This design comes from an exercise in tuning for small area and a short achievable clock period on the open sky130 flow, not from production work. Function was checked by simulation only, so behaviour that the tests miss may differ from the original. The clock port is modelled as an ideal driver; clocking choices that lean on that would not hold on a real chip.

==> inputs of violet <==
// fir_filter_16_tap
module fir_filter_16_tap (
    input clk,
    input rst,
    input [15:0] x_in,
    input [15:0] h0, h1, h2, h3, h4, h5, h6, h7,
    input [15:0] h8, h9, h10, h11, h12, h13, h14, h15,
    output reg [31:0] y_out
);
Settings: LEC_CHECK=0, CAP_MARGIN=20, CORE_MARGIN=2, CORE_UTILIZATION=30, SLEW_MARGIN=20, SYNTH_HIERARCHICAL=1; clock period 25.0 ns.
standard.sh (not shown) runs the stock make flow with config.mk's settings and CLKGATE_MAP_FILE= SYNTH_SCRIPT=/design/flow/synth_recipe.tcl, a recipe that flattens the netlist after the stock synthesis.
==> flow/flow/run.sh <==
#!/bin/bash
set -euo pipefail
MARGIN=${SETUP_MARGIN_NS:-11.5}
bash standard.sh \
  "BUFFER_PORTS_ARGS=-buffer_cell sky130_fd_sc_hd__buf_2" \
  "SETUP_SLACK_MARGIN=$MARGIN" \
  finish > flow_make.log 2>&1
==> yarrow (differences from violet) <==
==> flow/run.sh (new file) <==
#!/bin/bash
# synth_recipe.tcl (not shown) runs the flow's synth.tcl, then flattens the netlist and writes it again
# the make line also repeats each setting of config.mk as NAME=value (left out here)
make -C /OpenROAD-flow-scripts/flow DESIGN_CONFIG=/design/flow/config.mk WORK_HOME=/design/flow/orfs CLKGATE_MAP_FILE= SYNTH_SCRIPT=/design/flow/synth_recipe.tcl finish
removed: flow/flow/run.sh
removed: flow/standard.sh
==> notes.md <==
| metric | violet | yarrow |
|---|---|---|
| Routed length on met1 | 198300 µm | 201700 µm |
| Average wire per standard cell | 54.42 µm | 55.30 µm |
| GR met3 Demand/Resource | 18.99% | 18.49% |
| Arrival time of data at the critical path endpoint | 14.34 ns | 15.84 ns |
| Wire length of the first global-routing pass | 774700 µm | 776700 µm |
| Clock-cell share | 1.853% | 1.677% |
| Worst Slack Setup Final | 11.33 ns | 9.810 ns |
| Area overhead of the layout relative to synthesis | 17.87% | 15.54% |
| Data required time at the worst endpoint | 25.67 ns | 25.65 ns |
| Number of antenna violations at the first check in global routing | 29 | 36 |
| Met1 track demand over resource in global routing | 48.65% | 49.20% |
| Wire length on met2 | 238000 µm | 242100 µm |
| Area of combinational cells with multiple inputs | 77270 µm² | 75780 µm² |
| Hold Startpoint | tap13[0] | tap4[7] |
| Dpl cell area | 94130 µm² | 95450 µm² |
| Clock latency on the worst-skew pair | 0.78 ns | 0.77 ns |
| Status | no timing/DRC/antenna violations | no timing/DRC/antenna violations |


==> inputs of run a <==
Another version of the RTL of fir_filter_16_tap (not shown whole).
clock: 25.0 ns
lec_check: 0
cap_margin: 20
core_margin: 2
core_utilization: 30
slew_margin: 20
synth_hierarchical: 1
==> flow/flow/run.sh <==
#!/bin/bash
# Own flow: the standard layout (standard.sh: the standard synthesis and ORFS steps),
# with these changes to how the layout is made:
#  - the port buffers are buf_2 cells rather than the cell buffer_ports picks by itself;
#  - the global router's layer capacities (flow/fastroute.tcl) move wiring off met1/met2,
#    which the detailed router otherwise spends most of its time on.
# Constraints (constraint.sdc) and everything else are the standard flow's. make's output goes to
# flow_make.log here; ORFS keeps each step's log under orfs/logs/.
set -euo pipefail
bash standard.sh \
  "BUFFER_PORTS_ARGS=-buffer_cell sky130_fd_sc_hd__buf_2" \
  "SETUP_SLACK_MARGIN=13" \
  "POST_CTS_TCL=$PWD/flow/post_cts.tcl" \
  "EXTRA_SETUP_MARGIN=13" \
  "FASTROUTE_TCL=$PWD/flow/fastroute.tcl" \
  finish > flow_make.log 2>&1
==> flow/flow/fastroute.tcl <==
# Global-routing capacity derating: met1 and met2 carry most of the cells' pin access, so the
# global router is steered towards met3-met5 to leave the detailed router room there.
set_global_routing_layer_adjustment met1 0.6
set_global_routing_layer_adjustment met2 0.45
set_global_routing_layer_adjustment met3-$::env(MAX_ROUTING_LAYER) 0.1

set_routing_layers -clock $::env(MIN_CLK_ROUTING_LAYER)-$::env(MAX_ROUTING_LAYER)
set_routing_layers -signal $::env(MIN_ROUTING_LAYER)-$::env(MAX_ROUTING_LAYER)
==> flow/flow/post_cts.tcl <==
# Extra setup-repair pass after CTS (see run.sh): a second repair_timing run, aimed at a
# slack of EXTRA_SETUP_MARGIN ns, then the placement is legalized again.
repair_timing -setup -setup_margin $::env(EXTRA_SETUP_MARGIN) -max_passes 300 -verbose
detailed_placement
check_placement -verbose
==> inputs of run b, as changes to run a <==
--- a/flow/design.v
+++ b/flow/design.v
@@ -86,13 +86,13 @@
     sel3 s0_10 (.d1(d1_0_0), .x1(a[10]), .d2(d2_0_0), .x2(a[9]), .d3(d3_0_0), .x3(t[10]), .y(nb[10]));
     sel3 s0_11 (.d1(d1_0_0), .x1(a[11]), .d2(d2_0_0), .x2(a[10]), .d3(d3_0_0), .x3(t[11]), .y(nb[11]));
     sel3 s0_12 (.d1(d1_0_0), .x1(a[12]), .d2(d2_0_0), .x2(a[11]), .d3(d3_0_0), .x3(t[12]), .y(nb[12]));
     sel3 s0_13 (.d1(d1_0_0), .x1(a[13]), .d2(d2_0_0), .x2(a[12]), .d3(d3_0_0), .x3(t[13]), .y(nb[13]));
     sel3 s0_14 (.d1(d1_0_0), .x1(a[14]), .d2(d2_0_0), .x2(a[13]), .d3(d3_0_0), .x3(t[14]), .y(nb[14]));
     sel3 s0_15 (.d1(d1_0_0), .x1(a[15]), .d2(d2_0_0), .x2(a[14]), .d3(d3_0_0), .x3(t[15]), .y(nb[15]));
-    sel2 s0_16 (.d1(d2_0_0), .x1(a[15]), .d2(d3_0_0), .x2(t[16]), .y(nb[16]));
+    assign nb[16] = ~((d2_0_0 & a[15]) | (d3_0_0 & t[16]));
     assign nb[17] = ~(d3_0_0 & t[17]);
     assign nb[18] = ~(h[2] & a[0]);
     sel3 s1_1 (.d1(d1_1_0), .x1(a[1]), .d2(d2_1_0), .x2(a[0]), .d3(d3_1_0), .x3(t[1]), .y(nb[19]));
     sel3 s1_2 (.d1(d1_1_0), .x1(a[2]), .d2(d2_1_0), .x2(a[1]), .d3(d3_1_0), .x3(t[2]), .y(nb[20]));
     sel3 s1_3 (.d1(d1_1_0), .x1(a[3]), .d2(d2_1_0), .x2(a[2]), .d3(d3_1_0), .x3(t[3]), .y(nb[21]));
     sel3 s1_4 (.d1(d1_1_0), .x1(a[4]), .d2(d2_1_0), .x2(a[3]), .d3(d3_1_0), .x3(t[4]), .y(nb[22]));
@@ -104,13 +104,13 @@
     sel3 s1_10 (.d1(d1_1_0), .x1(a[10]), .d2(d2_1_0), .x2(a[9]), .d3(d3_1_0), .x3(t[10]), .y(nb[28]));
     sel3 s1_11 (.d1(d1_1_0), .x1(a[11]), .d2(d2_1_0), .x2(a[10]), .d3(d3_1_0), .x3(t[11]), .y(nb[29]));
     sel3 s1_12 (.d1(d1_1_0), .x1(a[12]), .d2(d2_1_0), .x2(a[11]), .d3(d3_1_0), .x3(t[12]), .y(nb[30]));
     sel3 s1_13 (.d1(d1_1_0), .x1(a[13]), .d2(d2_1_0), .x2(a[12]), .d3(d3_1_0), .x3(t[13]), .y(nb[31]));
     sel3 s1_14 (.d1(d1_1_0), .x1(a[14]), .d2(d2_1_0), .x2(a[13]), .d3(d3_1_0), .x3(t[14]), .y(nb[32]));
     sel3 s1_15 (.d1(d1_1_0), .x1(a[15]), .d2(d2_1_0), .x2(a[14]), .d3(d3_1_0), .x3(t[15]), .y(nb[33]));
-    sel2 s1_16 (.d1(d2_1_0), .x1(a[15]), .d2(d3_1_0), .x2(t[16]), .y(nb[34]));
+    assign nb[34] = ~((d2_1_0 & a[15]) | (d3_1_0 & t[16]));
     assign nb[35] = ~(d3_1_0 & t[17]);
     assign nb[36] = ~(h[4] & a[0]);
     sel3 s2_1 (.d1(d1_2_0), .x1(a[1]), .d2(d2_2_0), .x2(a[0]), .d3(d3_2_0), .x3(t[1]), .y(nb[37]));
     sel3 s2_2 (.d1(d1_2_0), .x1(a[2]), .d2(d2_2_0), .x2(a[1]), .d3(d3_2_0), .x3(t[2]), .y(nb[38]));
     sel3 s2_3 (.d1(d1_2_0), .x1(a[3]), .d2(d2_2_0), .x2(a[2]), .d3(d3_2_0), .x3(t[3]), .y(nb[39]));
     sel3 s2_4 (.d1(d1_2_0), .x1(a[4]), .d2(d2_2_0), .x2(a[3]), .d3(d3_2_0), .x3(t[4]), .y(nb[40]));
@@ -122,13 +122,13 @@
     sel3 s2_10 (.d1(d1_2_0), .x1(a[10]), .d2(d2_2_0), .x2(a[9]), .d3(d3_2_0), .x3(t[10]), .y(nb[46]));
     sel3 s2_11 (.d1(d1_2_0), .x1(a[11]), .d2(d2_2_0), .x2(a[10]), .d3(d3_2_0), .x3(t[11]), .y(nb[47]));
     sel3 s2_12 (.d1(d1_2_0), .x1(a[12]), .d2(d2_2_0), .x2(a[11]), .d3(d3_2_0), .x3(t[12]), .y(nb[48]));
     sel3 s2_13 (.d1(d1_2_0), .x1(a[13]), .d2(d2_2_0), .x2(a[12]), .d3(d3_2_0), .x3(t[13]), .y(nb[49]));
     sel3 s2_14 (.d1(d1_2_0), .x1(a[14]), .d2(d2_2_0), .x2(a[13]), .d3(d3_2_0), .x3(t[14]), .y(nb[50]));
     sel3 s2_15 (.d1(d1_2_0), .x1(a[15]), .d2(d2_2_0), .x2(a[14]), .d3(d3_2_0), .x3(t[15]), .y(nb[51]));
-    sel2 s2_16 (.d1(d2_2_0), .x1(a[15]), .d2(d3_2_0), .x2(t[16]), .y(nb[52]));
+    assign nb[52] = ~((d2_2_0 & a[15]) | (d3_2_0 & t[16]));
     assign nb[53] = ~(d3_2_0 & t[17]);
     assign nb[54] = ~(h[6] & a[0]);
     sel3 s3_1 (.d1(d1_3_0), .x1(a[1]), .d2(d2_3_0), .x2(a[0]), .d3(d3_3_0), .x3(t[1]), .y(nb[55]));
     sel3 s3_2 (.d1(d1_3_0), .x1(a[2]), .d2(d2_3_0), .x2(a[1]), .d3(d3_3_0), .x3(t[2]), .y(nb[56]));
     sel3 s3_3 (.d1(d1_3_0), .x1(a[3]), .d2(d2_3_0), .x2(a[2]), .d3(d3_3_0), .x3(t[3]), .y(nb[57]));
     sel3 s3_4 (.d1(d1_3_0), .x1(a[4]), .d2(d2_3_0), .x2(a[3]), .d3(d3_3_0), .x3(t[4]), .y(nb[58]));
@@ -140,13 +140,13 @@
     sel3 s3_10 (.d1(d1_3_0), .x1(a[10]), .d2(d2_3_0), .x2(a[9]), .d3(d3_3_0), .x3(t[10]), .y(nb[64]));
     sel3 s3_11 (.d1(d1_3_0), .x1(a[11]), .d2(d2_3_0), .x2(a[10]), .d3(d3_3_0), .x3(t[11]), .y(nb[65]));
     sel3 s3_12 (.d1(d1_3_0), .x1(a[12]), .d2(d2_3_0), .x2(a[11]), .d3(d3_3_0), .x3(t[12]), .y(nb[66]));
     sel3 s3_13 (.d1(d1_3_0), .x1(a[13]), .d2(d2_3_0), .x2(a[12]), .d3(d3_3_0), .x3(t[13]), .y(nb[67]));
     sel3 s3_14 (.d1(d1_3_0), .x1(a[14]), .d2(d2_3_0), .x2(a[13]), .d3(d3_3_0), .x3(t[14]), .y(nb[68]));
     sel3 s3_15 (.d1(d1_3_0), .x1(a[15]), .d2(d2_3_0), .x2(a[14]), .d3(d3_3_0), .x3(t[15]), .y(nb[69]));
-    sel2 s3_16 (.d1(d2_3_0), .x1(a[15]), .d2(d3_3_0), .x2(t[16]), .y(nb[70]));
+    assign nb[70] = ~((d2_3_0 & a[15]) | (d3_3_0 & t[16]));
     assign nb[71] = ~(d3_3_0 & t[17]);
     assign nb[72] = ~(h[8] & a[0]);
     sel3 s4_1 (.d1(d1_4_0), .x1(a[1]), .d2(d2_4_0), .x2(a[0]), .d3(d3_4_0), .x3(t[1]), .y(nb[73]));
     sel3 s4_2 (.d1(d1_4_0), .x1(a[2]), .d2(d2_4_0), .x2(a[1]), .d3(d3_4_0), .x3(t[2]), .y(nb[74]));
     sel3 s4_3 (.d1(d1_4_0), .x1(a[3]), .d2(d2_4_0), .x2(a[2]), .d3(d3_4_0), .x3(t[3]), .y(nb[75]));
     sel3 s4_4 (.d1(d1_4_0), .x1(a[4]), .d2(d2_4_0), .x2(a[3]), .d3(d3_4_0), .x3(t[4]), .y(nb[76]));
@@ -158,13 +158,13 @@
     sel3 s4_10 (.d1(d1_4_0), .x1(a[10]), .d2(d2_4_0), .x2(a[9]), .d3(d3_4_0), .x3(t[10]), .y(nb[82]));
     sel3 s4_11 (.d1(d1_4_0), .x1(a[11]), .d2(d2_4_0), .x2(a[10]), .d3(d3_4_0), .x3(t[11]), .y(nb[83]));
     sel3 s4_12 (.d1(d1_4_0), .x1(a[12]), .d2(d2_4_0), .x2(a[11]), .d3(d3_4_0), .x3(t[12]), .y(nb[84]));
     sel3 s4_13 (.d1(d1_4_0), .x1(a[13]), .d2(d2_4_0), .x2(a[12]), .d3(d3_4_0), .x3(t[13]), .y(nb[85]));
     sel3 s4_14 (.d1(d1_4_0), .x1(a[14]), .d2(d2_4_0), .x2(a[13]), .d3(d3_4_0), .x3(t[14]), .y(nb[86]));
     sel3 s4_15 (.d1(d1_4_0), .x1(a[15]), .d2(d2_4_0), .x2(a[14]), .d3(d3_4_0), .x3(t[15]), .y(nb[87]));
-    sel2 s4_16 (.d1(d2_4_0), .x1(a[15]), .d2(d3_4_0), .x2(t[16]), .y(nb[88]));
+    assign nb[88] = ~((d2_4_0 & a[15]) | (d3_4_0 & t[16]));
     assign nb[89] = ~(d3_4_0 & t[17]);
     assign nb[90] = ~(h[10] & a[0]);
     sel3 s5_1 (.d1(d1_5_0), .x1(a[1]), .d2(d2_5_0), .x2(a[0]), .d3(d3_5_0), .x3(t[1]), .y(nb[91]));
     sel3 s5_2 (.d1(d1_5_0), .x1(a[2]), .d2(d2_5_0), .x2(a[1]), .d3(d3_5_0), .x3(t[2]), .y(nb[92]));
     sel3 s5_3 (.d1(d1_5_0), .x1(a[3]), .d2(d2_5_0), .x2(a[2]), .d3(d3_5_0), .x3(t[3]), .y(nb[93]));
     sel3 s5_4 (.d1(d1_5_0), .x1(a[4]), .d2(d2_5_0), .x2(a[3]), .d3(d3_5_0), .x3(t[4]), .y(nb[94]));
@@ -176,13 +176,13 @@
     sel3 s5_10 (.d1(d1_5_0), .x1(a[10]), .d2(d2_5_0), .x2(a[9]), .d3(d3_5_0), .x3(t[10]), .y(nb[100]));
     sel3 s5_11 (.d1(d1_5_0), .x1(a[11]), .d2(d2_5_0), .x2(a[10]), .d3(d3_5_0), .x3(t[11]), .y(nb[101]));
     sel3 s5_12 (.d1(d1_5_0), .x1(a[12]), .d2(d2_5_0), .x2(a[11]), .d3(d3_5_0), .x3(t[12]), .y(nb[102]));
     sel3 s5_13 (.d1(d1_5_0), .x1(a[13]), .d2(d2_5_0), .x2(a[12]), .d3(d3_5_0), .x3(t[13]), .y(nb[103]));
     sel3 s5_14 (.d1(d1_5_0), .x1(a[14]), .d2(d2_5_0), .x2(a[13]), .d3(d3_5_0), .x3(t[14]), .y(nb[104]));
     sel3 s5_15 (.d1(d1_5_0), .x1(a[15]), .d2(d2_5_0), .x2(a[14]), .d3(d3_5_0), .x3(t[15]), .y(nb[105]));
-    sel2 s5_16 (.d1(d2_5_0), .x1(a[15]), .d2(d3_5_0), .x2(t[16]), .y(nb[106]));
+    assign nb[106] = ~((d2_5_0 & a[15]) | (d3_5_0 & t[16]));
     assign nb[107] = ~(d3_5_0 & t[17]);
     assign nb[108] = ~(h[12] & a[0]);
     sel3 s6_1 (.d1(d1_6_0), .x1(a[1]), .d2(d2_6_0), .x2(a[0]), .d3(d3_6_0), .x3(t[1]), .y(nb[109]));
     sel3 s6_2 (.d1(d1_6_0), .x1(a[2]), .d2(d2_6_0), .x2(a[1]), .d3(d3_6_0), .x3(t[2]), .y(nb[110]));
     sel3 s6_3 (.d1(d1_6_0), .x1(a[3]), .d2(d2_6_0), .x2(a[2]), .d3(d3_6_0), .x3(t[3]), .y(nb[111]));
     sel3 s6_4 (.d1(d1_6_0), .x1(a[4]), .d2(d2_6_0), .x2(a[3]), .d3(d3_6_0), .x3(t[4]), .y(nb[112]));
@@ -194,13 +194,13 @@
     sel3 s6_10 (.d1(d1_6_0), .x1(a[10]), .d2(d2_6_0), .x2(a[9]), .d3(d3_6_0), .x3(t[10]), .y(nb[118]));
     sel3 s6_11 (.d1(d1_6_0), .x1(a[11]), .d2(d2_6_0), .x2(a[10]), .d3(d3_6_0), .x3(t[11]), .y(nb[119]));
     sel3 s6_12 (.d1(d1_6_0), .x1(a[12]), .d2(d2_6_0), .x2(a[11]), .d3(d3_6_0), .x3(t[12]), .y(nb[120]));
     sel3 s6_13 (.d1(d1_6_0), .x1(a[13]), .d2(d2_6_0), .x2(a[12]), .d3(d3_6_0), .x3(t[13]), .y(nb[121]));
     sel3 s6_14 (.d1(d1_6_0), .x1(a[14]), .d2(d2_6_0), .x2(a[13]), .d3(d3_6_0), .x3(t[14]), .y(nb[122]));
     sel3 s6_15 (.d1(d1_6_0), .x1(a[15]), .d2(d2_6_0), .x2(a[14]), .d3(d3_6_0), .x3(t[15]), .y(nb[123]));
-    sel2 s6_16 (.d1(d2_6_0), .x1(a[15]), .d2(d3_6_0), .x2(t[16]), .y(nb[124]));
+    assign nb[124] = ~((d2_6_0 & a[15]) | (d3_6_0 & t[16]));
     assign nb[125] = ~(d3_6_0 & t[17]);
     wire dp1_0, dm1_0, dm2_0;
     dec_s u_decs_0 (.h15(h[15]), .h14(h[14]), .dp1(dp1_0), .dm1(dm1_0), .dm2(dm2_0));
     wire [15:0] na = ~a;
     assign nb[126] = ~((dp1_0 & a[0]) | (dm1_0 & na[0]) | dm2_0);
     sel3 s7_1 (.d1(dp1_0), .x1(a[1]), .d2(dm1_0), .x2(na[1]), .d3(dm2_0), .x3(na[0]), .y(nb[127]));
==> flow/flow/run.sh (replaced) <==
#!/bin/bash
# Own flow: the standard layout (standard.sh: the standard synthesis and ORFS steps),
# with these changes to how the layout is made:
#  - the port buffers are buf_2 cells rather than the cell buffer_ports picks by itself;
#  - after global placement the y_out flip-flops are moved next to the gates that drive
#    them, which the placer otherwise leaves out at the output pins, and selectors that
#    lie far from the full adder they drive are moved next to it (flow/post_gp.tcl);
#  - the global router's layer capacities (flow/fastroute.tcl) move wiring off met1/met2,
#    which the detailed router otherwise spends most of its time on.
# Constraints (constraint.sdc) and everything else are the standard flow's. make's output goes to
# flow_make.log here; ORFS keeps each step's log under orfs/logs/.
set -euo pipefail
bash standard.sh \
  "BUFFER_PORTS_ARGS=-buffer_cell sky130_fd_sc_hd__buf_2" \
  "SETUP_SLACK_MARGIN=12.5" \
  "TNS_END_PERCENT=0" \
  "POST_GLOBAL_PLACE_TCL=$PWD/flow/post_gp.tcl" \
  "SEL_MOVE_UM=40" \
  "POST_CTS_TCL=$PWD/flow/post_cts.tcl" \
  "EXTRA_SETUP_MARGIN=14" \
  "FASTROUTE_TCL=$PWD/flow/fastroute.tcl" \
  finish > flow_make.log 2>&1
==> flow/flow/post_cts.tcl (replaced) <==
repair_timing -setup -setup_margin $::env(EXTRA_SETUP_MARGIN) -max_passes 300 -repair_tns 0 -verbose
detailed_placement
check_placement -verbose
==> flow/flow/post_gp.tcl (new file) <==
# After global placement, two kinds of cells are moved on top of a neighbour; detailed
# placement then legalizes them next to it.
#  - Each y_out flip-flop goes to the gate that drives its D input (the last gate of the
#    final adder). Its D input ends the critical paths, while its output (to the y_out
#    port, due 5 ns before the next edge) has most of the cycle to spare.
set block [ord::get_db_block]
set moved 0
foreach inst [$block getInsts] {
  if {![string match {y_out*} [$inst getName]]} continue
  set d [$inst findITerm D]
  if {$d == "NULL"} continue
  set drv ""
  foreach it [[$d getNet] getITerms] {
    if {[$it isOutputSignal]} { set drv [$it getInst] }
  }
  if {$drv == ""} continue
  set loc [$drv getLocation]
  $inst setLocation [lindex $loc 0] [lindex $loc 1]
  incr moved
}
puts "post_gp: moved $moved y_out flip-flops to their D drivers"
set limit [expr {$::env(SEL_MOVE_UM) * [$block getDbUnitsPerMicron]}]
set moved 0
foreach inst [$block getInsts] {
  if {[[$inst getMaster] getName] != "sky130_fd_sc_hd__a222oi_1"} continue
  set loads {}
  foreach it [[[$inst findITerm Y] getNet] getITerms] {
    if {[$it isInputSignal]} { lappend loads [$it getInst] }
  }
  if {[llength $loads] != 1} continue
  set loc [[lindex $loads 0] getLocation]
  set here [$inst getLocation]
  set dist [expr {abs([lindex $loc 0] - [lindex $here 0]) + abs([lindex $loc 1] - [lindex $here 1])}]
  if {$dist <= $limit} continue
  $inst setLocation [lindex $loc 0] [lindex $loc 1]
  incr moved
}
puts "post_gp: moved $moved selectors to their loads"
==> inputs of run c, as changes to run a <==
--- a/flow/flow/run.sh
+++ b/flow/flow/run.sh
@@ -6,11 +6,11 @@
 #    which the detailed router otherwise spends most of its time on.
 # Constraints (constraint.sdc) and everything else are the standard flow's. make's output goes to
 # flow_make.log here; ORFS keeps each step's log under orfs/logs/.
 set -euo pipefail
 bash standard.sh \
   "BUFFER_PORTS_ARGS=-buffer_cell sky130_fd_sc_hd__buf_2" \
-  "SETUP_SLACK_MARGIN=13" \
+  "SETUP_SLACK_MARGIN=11.5" \
   "POST_CTS_TCL=$PWD/flow/post_cts.tcl" \
   "EXTRA_SETUP_MARGIN=13" \
   "FASTROUTE_TCL=$PWD/flow/fastroute.tcl" \
   finish > flow_make.log 2>&1
==> qor summary <==
|  | run c | run b | run a |
|---|---|---|---|
| Die height | 543 um | 542 um | 543 um |
| Data required time at the worst endpoint | 25.66 ns | 25.68 ns | 25.65 ns |
| Total buffers and inverters traversed by the critical path | 1 | 2 | 3 |
| Fraction of final layout cells sized beyond drive strength 1 | 19.9% | 21.0% | 28.8% |
| First-pass iteration count of the detailed router | 17 | 22 | 17 |
| Result of the run | no timing/DRC/antenna violations | no timing/DRC/antenna violations | no timing/DRC/antenna violations |
| Post-synthesis instance total | 6191 | 6207 | 6191 |
| Cell area after placement | 95500 um^2 | 94700 um^2 | 96200 um^2 |
| Number of cells on the critical path | 23 | 26 | 25 |
| DPL Wire Length | 463000 um | 458000 um | 463000 um |

what the ideal ports hide:
How much do the figures lean on ideal ports? The routed layouts below were timed once more, with nothing changed but the port constraints.
Step 1 sets driving cells, clkbuf_16 on the clock port and buf_2 on the other inputs (assumed; they add their load-dependent delay and slew).
Step 2 adds t to the input delays and takes it off the output delays; t is the mean of the earliest and latest rising clock arrival at the registers after step 1. Input paths then give back, and output paths get back, about the clock's delay inside the block.
Slacks: ideal / step 1 / step 2; pairs: ideal / step 1.
run | t, ns | setup WS [ns] | worst hold slack (ns) | worst register clock-pin slew, ns
violet | 0.845 | 11.334 / 11.410 / 10.564 | 0.522 / 0.522 / 0.522 | 0.08 / 0.08
yarrow | 0.855 | 9.810 / 9.810 / 9.605 | 0.622 / 0.622 / 0.622 | 0.07 / 0.07
run a | 0.851 | 11.914 / 11.968 / 11.117 | 0.611 / 0.611 / 0.611 | 0.08 / 0.08
run b | 0.876 | 12.272 / 12.306 / 11.430 | 0.626 / 0.626 / 0.626 | 0.09 / 0.09
run c | 0.877 | 11.846 / 11.905 / 11.027 | 0.617 / 0.617 / 0.617 | 0.08 / 0.08
After both steps every run listed still meets setup and hold. The setup slack of run b, which loses most, moves by +0.034 ns with the drivers and by -0.842 ns with both steps.
